Context: an optimization exercise on an open-source flow, tuned for small area. The choices shown serve that exercise and are no tape-out recipe.
In this exercise RTL edits were held to simulation tests only and were not proved equivalent to the original.
Power and IR drop assume default switching activity. The clock port is modelled as an ideal driver; clocking choices that lean on that would not hold on a real chip.

run A:
// mult_mem_top
module mult_mem_top (
    input  logic        clk,
    input  logic        rst,
    input  logic        EN_mult,
    input  logic        EN_blockRead,
    input  logic [15:0] mult_input0,
    input  logic [15:0] mult_input1,
    output logic        RDY_mult,
    output logic        VALID_memVal,
    output logic [31:0] memVal_data
);
make LEC_CHECK=0 CAP_MARGIN=0 CORE_MARGIN=2 CORE_UTILIZATION=75 CTS_CLUSTER_DIAMETER=100 CTS_CLUSTER_SIZE=30 SLEW_MARGIN=0 SYNTH_HIERARCHICAL=1 SYNTH_MINIMUM_KEEP_SIZE=0 finish   # period 4.5 ns
run.sh (not shown) runs the stock make flow with config.mk's settings and CLKGATE_MAP_FILE= SYNTH_SCRIPT=/design/flow/synth_recipe.tcl, a recipe that flattens the netlist after the stock synthesis.
In summary, run A completed successfully, with a layout that passed the timing, design-rule and antenna checks.
> inputs changed (run A -> run B)
# run A
export LEC_CHECK = 0
export CAP_MARGIN = 0
export CORE_MARGIN = 2
export CORE_UTILIZATION = 75
export CTS_CLUSTER_DIAMETER = 100
export CTS_CLUSTER_SIZE = 30
export SLEW_MARGIN = 0
export SYNTH_HIERARCHICAL = 1
export SYNTH_MINIMUM_KEEP_SIZE = 0
create_clock -name core_clock -period 4.5 [get_ports {clk}]
# run B
export LEC_CHECK = 0
export CAP_MARGIN = 0
export CORE_MARGIN = 2
export CORE_UTILIZATION = 65
export CTS_CLUSTER_DIAMETER = 100
export CTS_CLUSTER_SIZE = 30
export SLEW_MARGIN = 0
export SYNTH_HIERARCHICAL = 1
export SYNTH_MINIMUM_KEEP_SIZE = 0
create_clock -name core_clock -period 4.5 [get_ports {clk}]
==> flow/flow/run.sh (new file) <==
#!/bin/bash
# The standard layout (standard.sh), with two changes: clock tree synthesis
# adds no dummy loads, and the port buffers are the smallest buffer cell
# (the resizer still sizes them up where timing or slew needs it).
# All tool output goes to standard.log in the work folder; ORFS also keeps
# each step's own log under orfs/logs/.
set -euo pipefail
export CTS_ARGS="-sink_clustering_enable -repair_clock_nets -dont_use_dummy_load -sink_clustering_size 30 -sink_clustering_max_diameter 100"
export BUFFER_PORTS_ARGS="-buffer_cell sky130_fd_sc_hd__buf_1"
bash standard.sh finish > standard.log 2>&1
==> flow/standard.sh (new file) <==
#!/bin/bash
# synth_recipe.tcl (not shown) runs the flow's synth.tcl, then flattens the netlist and writes it again
# the make line also repeats each setting of config.mk as NAME=value (left out here)
make -C /OpenROAD-flow-scripts/flow DESIGN_CONFIG=/design/flow/config.mk WORK_HOME=/design/flow/orfs CLKGATE_MAP_FILE= SYNTH_SCRIPT=/design/flow/synth_recipe.tcl "${@:-finish}"
removed: flow/run.sh
Run A → run B: met2 track utilization from global routing went down by 17 points; iteration count of the initial detailed-routing pass fell by 3; final clock period utilization by the worst path lost 1.5 points. Side by side, depth of the critical timing path with buffers and inverters included turned out lower in run B than in run A. From run A to run B the numbers moved as follows: sum of net half-perimeters after detailed placement dropped 3.6%, overall power shows a reduction of 1200 uW, total number of placement rows grew by 7, achievable frequency now larger, per-cell routed wire length went down 4.3 um. Port buffer count: run A vs run B identical.
Here is what was changed in the inputs of run C compared with run B.
==> flow/run.sh (new file) <==
#!/bin/bash
# synth_recipe.tcl (not shown) runs the flow's synth.tcl, then flattens the netlist and writes it again
# the make line also repeats each setting of config.mk as NAME=value (left out here)
make -C /OpenROAD-flow-scripts/flow DESIGN_CONFIG=/design/flow/config.mk WORK_HOME=/design/flow/orfs CLKGATE_MAP_FILE= SYNTH_SCRIPT=/design/flow/synth_recipe.tcl finish
removed: flow/flow/run.sh
removed: flow/standard.sh
--- outcome ---
Layout overhead on the synthesized area ends up lower on run B.
The areal power density over the cells of run C and that of run B are within noise of each other.
Clock buffer count was lower in the run labelled run B.
When run C is measured against run B, its number of logic stages on the critical path including buffering turns out 3 higher.

mult_mem_top, a different RTL version from the one above (not shown whole).
Size: ~3500 cells after synthesis, about 70 I/O pins.
export LEC_CHECK = 0
export CAP_MARGIN = 0
export CORE_MARGIN = 2
export CORE_UTILIZATION = 65
export CTS_CLUSTER_DIAMETER = 100
export CTS_CLUSTER_SIZE = 30
export SLEW_MARGIN = 0
export SYNTH_HIERARCHICAL = 1
export SYNTH_MINIMUM_KEEP_SIZE = 0
create_clock -name core_clock -period 4.5 [get_ports {clk}]
standard.sh (not shown) runs the stock make flow with config.mk's settings and CLKGATE_MAP_FILE= SYNTH_SCRIPT=/design/flow/synth_recipe.tcl, a recipe that flattens the netlist after the stock synthesis.
==> flow/flow/run.sh <==
#!/bin/bash
# The standard layout (standard.sh), with two changes: clock tree synthesis
# adds no dummy loads, and the port buffers are the smallest buffer cell
# (the resizer still sizes them up where timing or slew needs it).
# All tool output goes to standard.log in the work folder; ORFS also keeps
# each step's own log under orfs/logs/.
set -euo pipefail
export CTS_ARGS="-sink_clustering_enable -repair_clock_nets -dont_use_dummy_load -sink_clustering_size 30 -sink_clustering_max_diameter 100"
export BUFFER_PORTS_ARGS="-buffer_cell sky130_fd_sc_hd__buf_1"
bash standard.sh finish > standard.log 2>&1
==> next run, changes <==
--- a/flow/flow/run.sh
+++ b/flow/flow/run.sh
@@ -7,3 +7,3 @@
 set -euo pipefail
-export CTS_ARGS="-sink_clustering_enable -repair_clock_nets -dont_use_dummy_load -sink_clustering_size 30 -sink_clustering_max_diameter 100"
+export CTS_ARGS="-sink_clustering_enable -repair_clock_nets -dont_use_dummy_load -sink_clustering_size 34 -sink_clustering_max_diameter 100"
 export BUFFER_PORTS_ARGS="-buffer_cell sky130_fd_sc_hd__buf_1"
--- a/flow/config.mk
+++ b/flow/config.mk
@@ -9,5 +9,6 @@
 export CORE_MARGIN = 2
-export CORE_UTILIZATION = 65
+export CORE_UTILIZATION = 72
 export CTS_CLUSTER_DIAMETER = 100
-export CTS_CLUSTER_SIZE = 30
+export CTS_CLUSTER_SIZE = 34
+export GPL_TIMING_DRIVEN = 0
 export SLEW_MARGIN = 0
What happened:
- global-route usage climbs by 5.0 points
- core utilization grows by 8.3 points
- worst hold slack gets better by 0.053 ns
- design area grows by 0.31%
- via count came out higher by 2.9%
- worst setup slack gets worse by 0.11 ns
- die area decreases by 9.6%
- synthesized cell count is unchanged
- routed wire length is higher by 12%
==> next run, changes <==
--- a/flow/config.mk
+++ b/flow/config.mk
@@ -7,2 +7,3 @@
 export LEC_CHECK = 0
+export ABC_AREA = 1
 export CAP_MARGIN = 0
@@ -12,3 +13,2 @@
 export CTS_CLUSTER_SIZE = 34
-export GPL_TIMING_DRIVEN = 0
 export SLEW_MARGIN = 0
Combinational power fell by 34%.
Synthesized area came out higher by 2.3%.
Total power decreases by 14%.
Non-clock buffer count came out lower by 86.
Via count climbs by 4.0%.
Cell area went up by 0.43%.
Clock power barely changes.
Worst setup slack improves by 0.37 ns.
Cell count came out higher by 18%.
Routed wire length came out lower by 16%.
==> next run, changes <==
--- a/flow/flow/run.sh
+++ b/flow/flow/run.sh
@@ -7,3 +7,3 @@
 set -euo pipefail
-export CTS_ARGS="-sink_clustering_enable -repair_clock_nets -dont_use_dummy_load -sink_clustering_size 34 -sink_clustering_max_diameter 100"
+export CTS_ARGS="-sink_clustering_enable -repair_clock_nets -dont_use_dummy_load -sink_clustering_size 30 -sink_clustering_max_diameter 100"
 export BUFFER_PORTS_ARGS="-buffer_cell sky130_fd_sc_hd__buf_1"
--- a/flow/config.mk
+++ b/flow/config.mk
@@ -7,3 +7,2 @@
 export LEC_CHECK = 0
-export ABC_AREA = 1
 export CAP_MARGIN = 0
@@ -12,3 +11,3 @@
 export CTS_CLUSTER_DIAMETER = 100
-export CTS_CLUSTER_SIZE = 34
+export CTS_CLUSTER_SIZE = 30
 export SLEW_MARGIN = 0
- synthesized cell count fell by 19%
- utilization rose by 0.69 points
- worst hold slack gets worse by 0.020 ns
- wire length rose by 14%
- non-clock buffer count rose by 46
- setup slack gets worse by 0.32 ns
- global-route usage rose by 3.2 points
- maximum frequency fell by 7.3%
- critical path depth fell by 3
==> next run, changes <==
--- a/flow/flow/run.sh
+++ b/flow/flow/run.sh
@@ -7,3 +7,3 @@
 set -euo pipefail
-export CTS_ARGS="-sink_clustering_enable -repair_clock_nets -dont_use_dummy_load -sink_clustering_size 30 -sink_clustering_max_diameter 100"
+export CTS_ARGS="-sink_clustering_enable -repair_clock_nets -dont_use_dummy_load -sink_clustering_size 34 -sink_clustering_max_diameter 100"
 export BUFFER_PORTS_ARGS="-buffer_cell sky130_fd_sc_hd__buf_1"
What happened:
- The new run passed the timing, design-rule and antenna checks
- via count is about the same
- cell area barely changes
- first-iteration DRC count went down by roughly a tenth
- global-route usage falls by 0.17 points

Setup of before:
mult_mem_top, a different RTL version from the one above (not shown whole).
Size: about 4500 cells after synthesis, ~2100 flip-flops, about 70 I/O pins, roughly 0.057 mm2 of cells after synthesis.
==> flow/design.v (excerpt) <==
module mult_mem_top (
    input  logic        clk,
    input  logic        rst,
    input  logic        EN_mult,
    input  logic        EN_blockRead,
    input  logic [15:0] mult_input0,
    input  logic [15:0] mult_input1,
    output logic        RDY_mult,
    output logic        VALID_memVal,
    output logic [31:0] memVal_data
);
Settings: LEC_CHECK=0, ABC_AREA=1, CAP_MARGIN=0, CORE_MARGIN=2, CORE_UTILIZATION=65, CTS_CLUSTER_DIAMETER=100, CTS_CLUSTER_SIZE=30, SLEW_MARGIN=0, SYNTH_HIERARCHICAL=1, SYNTH_MINIMUM_KEEP_SIZE=0; clock period 4.5 ns.
run.sh (not shown) runs the stock make flow with config.mk's settings and CLKGATE_MAP_FILE= SYNTH_SCRIPT=/design/flow/synth_recipe.tcl, a recipe that flattens the netlist after the stock synthesis.
Stock flow here: none of the scripts above is used.
before completed; timing, DRC and antenna clean
### before -> after
Settings: ABC_AREA no longer set, was 1.
### Flow results
Worst setup path endpoint = m[20]: before; worst setup path endpoint = m[57]: after. before → after: sequential power went down, number of stages on the worst setup path went down, number of non-filler instances in the completed layout went down, proportion of cell area occupied by multi-input gates went up. before -> after: synthesized cell count decreased by more than 10%. Min final critical-path required period across before and after: before. before has lower share of total power in the clock network than after.

==> afterwards: timing with drivers on the ports <==
Ports are ideal in the flow. The routed layouts listed here were re-timed in OpenROAD.
Step 1 assumes that a clkbuf_16 drives the clock port and a buf_2 every other input.
Step 2 also shifts input and output timing later by t, the mid clock arrival at the registers, as if the neighbouring blocks saw the same clock.
a / b / c = no drivers / after step 1 / after step 2; a / b = the first two.
run	shift t [ns]	slack for setup (ns)	worst register clock-pin slew, ns
run A	0.724	0.121 / 0.135 / -0.563	0.11 / 0.11
run B	0.699	0.190 / 0.190 / -0.432	0.11 / 0.11
run C	0.720	0.154 / 0.191 / -0.530	0.11 / 0.11
the first run of note 2	0.694	0.212 / 0.212 / -0.221	0.11 / 0.11
the second run of note 2	0.701	0.107 / 0.107 / -0.442	0.12 / 0.12
the third run of note 2	0.667	0.482 / 0.482 / -0.002	0.12 / 0.12
the fourth run of note 2	0.704	0.165 / 0.165 / -0.236	0.11 / 0.11
the fifth run of note 2	0.688	0.196 / 0.196 / -0.250	0.12 / 0.12
before	0.712	0.331 / 0.373 / -0.339	0.11 / 0.11
after	0.710	0.168 / 0.168 / -0.433	0.11 / 0.11
With both steps, setup timing fails in every run listed, where it was met with ideal ports.
